This is an optimization exercise on Yosys and OpenROAD, whose aim is small area, not a production implementation.
The RTL was checked by simulation tests, not by an equivalence proof against the original design.
Power is estimated from default activity; no workload was simulated.

==> design/flow/design.v <==
module mac #(
    parameter WIDTH = 8
) (
    input logic [WIDTH-1 : 0] a_in, b_in,
    input logic valid_a, valid_b, reset, clk,
    output logic [WIDTH-1 : 0] a_out, b_out,
    output logic [WIDTH*4-1 : 0] acc_out,
    output logic valid_a_out, valid_b_out
);
    logic [WIDTH*2-1 : 0] x;
    always_comb begin : multiply
        x = a_in * b_in;
    end
    always_ff @(posedge clk) begin : valid_reg
        if (~reset) begin
            valid_a_out <= 0;
            valid_b_out <= 0;
        end
        else begin
            valid_a_out <= valid_a;
            valid_b_out <= valid_b;
        end
    end
    always_ff @(posedge clk) begin : accumulator
        if (~reset) begin
            a_out   <= 0;
            b_out   <= 0;
            acc_out <= 0;
        end
        else begin
            if (valid_a && valid_b) begin
                a_out <= a_in;
                b_out <= b_in;
            end
            if (valid_a && valid_b)
                acc_out <= acc_out + x;
        end
    end
endmodule
module systolic #(parameter SIZE = 4) (
    input  logic                     clk, reset,
    input  logic [SIZE*8-1:0]        a_in,
    input  logic [SIZE*8-1:0]        b_in,
    input  logic [SIZE-1:0]          valid_a,
    input  logic [SIZE-1:0]          valid_b,
    output logic [SIZE*SIZE*32-1:0]  out
    );
    logic [7:0] a_bus [SIZE][SIZE+1];
    logic       valid_a_bus [SIZE][SIZE+1];
    logic [7:0] b_bus [SIZE+1][SIZE];
    logic       valid_b_bus [SIZE+1][SIZE];
    genvar i, j;
    generate
        for (i = 0; i < SIZE; i = i + 1) begin : g_edge
            assign a_bus[i][0]       = a_in[8*i +: 8];
            assign valid_a_bus[i][0] = valid_a[i];
            assign b_bus[0][i]       = b_in[8*i +: 8];
            assign valid_b_bus[0][i] = valid_b[i];
        end
        for (i = 0; i < SIZE; i = i + 1) begin : g_systolic_row
            for (j = 0; j < SIZE; j = j + 1) begin : g_systolic_col
                mac u_mac (
                    .clk(clk),
                    .reset(reset),
                    .a_in(a_bus[i][j]),
                    .valid_a(valid_a_bus[i][j]),
                    .b_in(b_bus[i][j]),
                    .valid_b(valid_b_bus[i][j]),
                    .a_out(a_bus[i][j+1]),
                    .valid_a_out(valid_a_bus[i][j+1]),
                    .b_out(b_bus[i+1][j]),
                    .valid_b_out(valid_b_bus[i+1][j]),
                    .acc_out(out[32*(i*SIZE+j) +: 32])
                );
            end
        end
    endgenerate
endmodule
==> design/flow/run.sh <==
#!/bin/bash
# synth_recipe.tcl (not shown) runs the flow's synth.tcl, then flattens the netlist and writes it again
# the make line also repeats each setting of config.mk as NAME=value (left out here)
make -C /OpenROAD-flow-scripts/flow DESIGN_CONFIG=/design/flow/config.mk WORK_HOME=/design/flow/orfs CLKGATE_MAP_FILE= SYNTH_SCRIPT=/design/flow/synth_recipe.tcl finish
==> design/flow/config.mk <==
export PLATFORM = sky130hd
export DESIGN_NAME = systolic
export DESIGN_NICKNAME = systolic
export VERILOG_FILES = /design/flow/design.v
export SDC_FILE = /design/flow/constraint.sdc
export NUM_CORES = 4
export LEC_CHECK = 0
export CAP_MARGIN = 20
export CORE_MARGIN = 2
export CORE_UTILIZATION = 40
export SLEW_MARGIN = 20
==> design/flow/constraint.sdc <==
create_clock -name core_clock -period 8.0 [get_ports {clk}]
set_input_delay 1.6000 -clock core_clock [delete_from_list [all_inputs] [get_ports {clk}]]
set_output_delay 1.6000 -clock core_clock [all_outputs]
set_load 0.01 [all_outputs]
==> summary.txt <==
-- flip-flops by register name, indices dropped and copies added, names as in the netlist --
register                                         flops
g_systolic_row.g_systolic_col.u_mac.acc_out        512
g_systolic_row.g_systolic_col.u_mac.a_out           96
g_systolic_row.g_systolic_col.u_mac.b_out           96
g_systolic_row.g_systolic_col.u_mac.valid_a_out     12
g_systolic_row.g_systolic_col.u_mac.valid_b_out     12
-- layout by cell type, fill, tap and decap left out, types with 52 or more instances in the layout --
| cell | count |
|---|---|
| nor3_1 | 53 |
| inv_1 | 1545 |
| and2_1 | 634 |
| nand2_1 | 1392 |
| ha_1 | 656 |
| o21a_1 | 52 |
| and3_1 | 73 |
| a211oi_1 | 62 |
| clkbuf_16 | 98 |
| o211ai_1 | 67 |
| nand3_1 | 189 |
| nand4_1 | 74 |
| xor2_1 | 99 |
| mux2i_1 | 68 |
| nand2b_1 | 86 |
| o21ai_0 | 210 |
| a21oi_1 | 587 |
| fa_1 | 800 |
| or3_1 | 56 |
| clkdlybuf4s50_1 | 584 |
| nor2_1 | 269 |
| a21o_1 | 74 |
| dfxtp_1 | 728 |
| xnor2_1 | 112 |
-- metal layers --
metal	part of all wire, %	vias up	GRT usage, %
met5	0.020	-	0
met4	4.9	6	10.1
li1	-	28567	-
met2	49	1331	39.8
met3	4.2	360	3.04
met1	42	29366	28.1
-- through the flow --
stage | util (%) | cells | hold WS (ns)
2_1_floorplan | - | 8755 | 0.444
3_3_place_gp | 44.4 | 11331 | 0.457
3_5_place_dp | 44.4 | 11331 | 0.461
4_1_cts | 46.2 | 11500 | 0.469
5_1_grt | 46.2 | 11500 | 0.487
6_report | 46.2 | 11500 | 0.467
-- worst register-to-register path, stage by stage, from the launching register on --
cell and delay, ns:
dfxtp_1 0.74, nand2_1 0.17, fa_1 0.53, fa_1 0.56, inv_1 0.05, fa_1 0.47
inv_1 0.05, fa_1 0.47, inv_1 0.04, ha_1 0.34, o211ai_1 0.14, o211ai_1 0.37
a41oi_1 0.32, o211ai_1 0.60, nand2_1 0.15, or3_1 0.34, a21oi_1 0.14
-- how the worst min path moves through the flow --
| stage | from | to | slack (ns) | cells after the start |
|---|---|---|---|---|
| finish | register | register | 0.47 | 2 |
| global route | register | register | 0.49 | 2 |
| CTS | register | register | 0.47 | 2 |
| detailed placement | register | register | 0.46 | 2 |
| global placement | register | register | 0.46 | 2 |
| floorplan | register | register | 0.44 | 1 |
-- power by group through the flow --
stage | combinational (mW) | clock [mW] | sequential, mW
after floorplan | 1.05 | 0 | 3.81
after global placement | 1.47 | 0 | 3.85
after detailed placement | 1.50 | 0 | 3.85
after CTS | 1.52 | 4.56 | 3.77
after global routing | 1.71 | 4.70 | 3.78
final | 1.51 | 4.44 | 3.78
-- cells by family after synthesis --
logic type	Yosys count	share of synthesized area, %
XOR/XNOR	211	2.58
buffers and inverters	1952	10.3
multiplexers	72	1.01
AND/OR/NAND/NOR	3018	20.6
adder cells (fa/ha/maj)	1456	33.9
flip-flops	728	20.4
AO/OA/AOI/OAI	1318	11.3
-- cell type report --
class | instances | area (um^2)
inverter | 1546 | 5810
tap | 2355 | 2950
clock buffer | 127 | 2710
clock inverter | 42 | 450
fill | 17540 | 95700
multi-input combinational | 6075 | 49600
sequential | 728 | 14600
timing repair buffer | 627 | 6210
==> impl_metrics.env <==
export IMPL_finalMaxSlewViolations=0
export IMPL_yosys_cell_count_top_type="inv_1"
export IMPL_arrival_ns=6.87
export IMPL_cts_tree="done"
export IMPL_drtIter0Drc=3349
export IMPL_final_cell_area_mm2=0.0823
export IMPL_area_growth_pct=15.1
export IMPL_drc_errors=0
export IMPL_tightest_slew_ns=1.10
export IMPL_antenna_found_initial=4
export IMPL_cpPeakStageDelay_ns=0.71
export IMPL_design_power_total_mw=9.72
export IMPL_drive_above_1_share_pct=2.64
export IMPL_overflow=0
export IMPL_critical_path_top_delay_family="adder cells"
export IMPL_io_buffers=585
export IMPL_syn_area_mm2=0.0715
export IMPL_crit_type="in2reg"
export IMPL_power_frac_comb_pct=15.5
export IMPL_relSlewSlack_pct=27.0
export IMPL_cts_htree_levels=3
export IMPL_p_seq_share_pct=38.9
export IMPL_yosys_top_cells_area="fa_1 22%, dfxtp_1 20%, ha_1 11%"
export IMPL_yosys_top_cells_count="1,546 x inv_1, 1,393 x nand2_1, 800 x fa_1"
export IMPL_place_area_mm2=0.0791
export IMPL_die_height_um=427
export IMPL_powerDensity_mw_per_mm2=118
export IMPL_synthCells=8755
export IMPL_internal_power_mw=6.89
export IMPL_worstPathRequired_ns=8.65
export IMPL_synth_edf_count=0
export IMPL_ir_worst_vdd_v=0.000190
export IMPL_postCtsSetupBuffers=0
export IMPL_ctsLongestPathBuffers=3
export IMPL_rsz0062_at_grt="no"
export IMPL_gp_congestion=0.905
export IMPL_vias=59630
export IMPL_hold_violations=0
export IMPL_synth_seq_area_share_pct=20.4
export IMPL_wire_per_inst_um=18.1
export IMPL_vias_per_cell=5.19
export IMPL_die_x_um=427
export IMPL_sw_frac_of_total_pct=29.1
export IMPL_crit_start="a_in[22]"
export IMPL_initial_core_util_pct=40.2
export IMPL_setup_viol=0
export IMPL_grt_max_degree=144
export IMPL_worst_slack_ns=1.78
export IMPL_cap_violations=0
export IMPL_ys_ff_latch=728
export IMPL_fp_row_count=155
export IMPL_drt_first_pass_iters=6
export IMPL_clk_pin_slew_ns=0.06
export IMPL_fin_setup_tns_ns=0
export IMPL_r2r_cells=16
export IMPL_yosysTopAreaCell="fa_1"
export IMPL_root_buffer="clkbuf_16"
export IMPL_fin_crit_ns=6.22
export IMPL_grt_usage_pct=22.8
export IMPL_wirelength_mm=208
export IMPL_hpwl_mm=163
export IMPL_ios=586
export IMPL_ys_flop_type="dfxtp_1"
export IMPL_n_antenna_cell=0
export IMPL_cp_end_kind="register"
export IMPL_worstSetupPathDepth=17
export IMPL_async_flop_share_pct=0
export IMPL_critPathMaxFanout=9
export IMPL_slowest_stage="clkdlybuf4s50_1"
export IMPL_dp_slack_ns=1.09
export IMPL_synth_net_count=10285
export IMPL_status="timing/DRC/antenna clean"
export IMPL_start_kind="input pin"
export IMPL_max_freq_mhz=161
export IMPL_synth_warnings=10
export IMPL_grt_first_pass_wirelength_mm=333
export IMPL_ant_nets=0
export IMPL_cts_buffers=95
export IMPL_hold_path_class="reg2reg"
export IMPL_p_leak_nw=38.0
export IMPL_path_cells="clkdlybuf4s50_1, nand2_1, fa_1, inv_1, fa_1, inv_1, fa_1, fa_1, inv_1, ha_1, o21a_1, a211oi_1, a21boi_0, o211ai_1, nand2_1, nand4_1, mux2i_1"
export IMPL_synth_top_area_share_pct=22.4
export IMPL_postCtsHoldBufs=0
export IMPL_crit_buf_inv=4
export IMPL_p_clk_share_pct=45.6
export IMPL_core_area_mm2=0.178
export IMPL_dieArea_mm2=0.182
export IMPL_skew_ns=0.0341
export IMPL_fin_nets=10603
export IMPL_finalCritPeriodShare_pct=77.8
export IMPL_clkLatencyLatePin_ns=0.74
export IMPL_p_sw_mw=2.83
export IMPL_crit_path_frequent_cell="fa_1"
export IMPL_cts_resized=0
export IMPL_regToRegSetupSlack_ns=2.44
export IMPL_clock_sinks=728
export IMPL_syn_avg_cell_area_um2=8.17
export IMPL_grt_pass1_vias=60267
export IMPL_ys_types=83

afterwards: timing with drivers on the ports:
No port has a modelled driver above. Below, the same layout with a new extraction and two added sets of constraints.
Step 1, drivers: a clkbuf_16 drives clk and a buf_2 each remaining input, both assumed.
Step 2, shift: input delay + t, output delay - t, t = (earliest + latest rising clock arrival at the registers) / 2. This alone moves slack from input paths to output paths.
Slacks: ideal ports / drivers / drivers and shift; pairs: ideal ports / drivers.
t (ns): 0.806
setup WS [ns]: 1.779 / 1.837 / 1.031
worst data-port slew with drivers (ns): 0.10
After both steps setup and hold are still met in this run. The setup slack of this run moves by +0.058 ns with the drivers and by -0.748 ns with both steps.
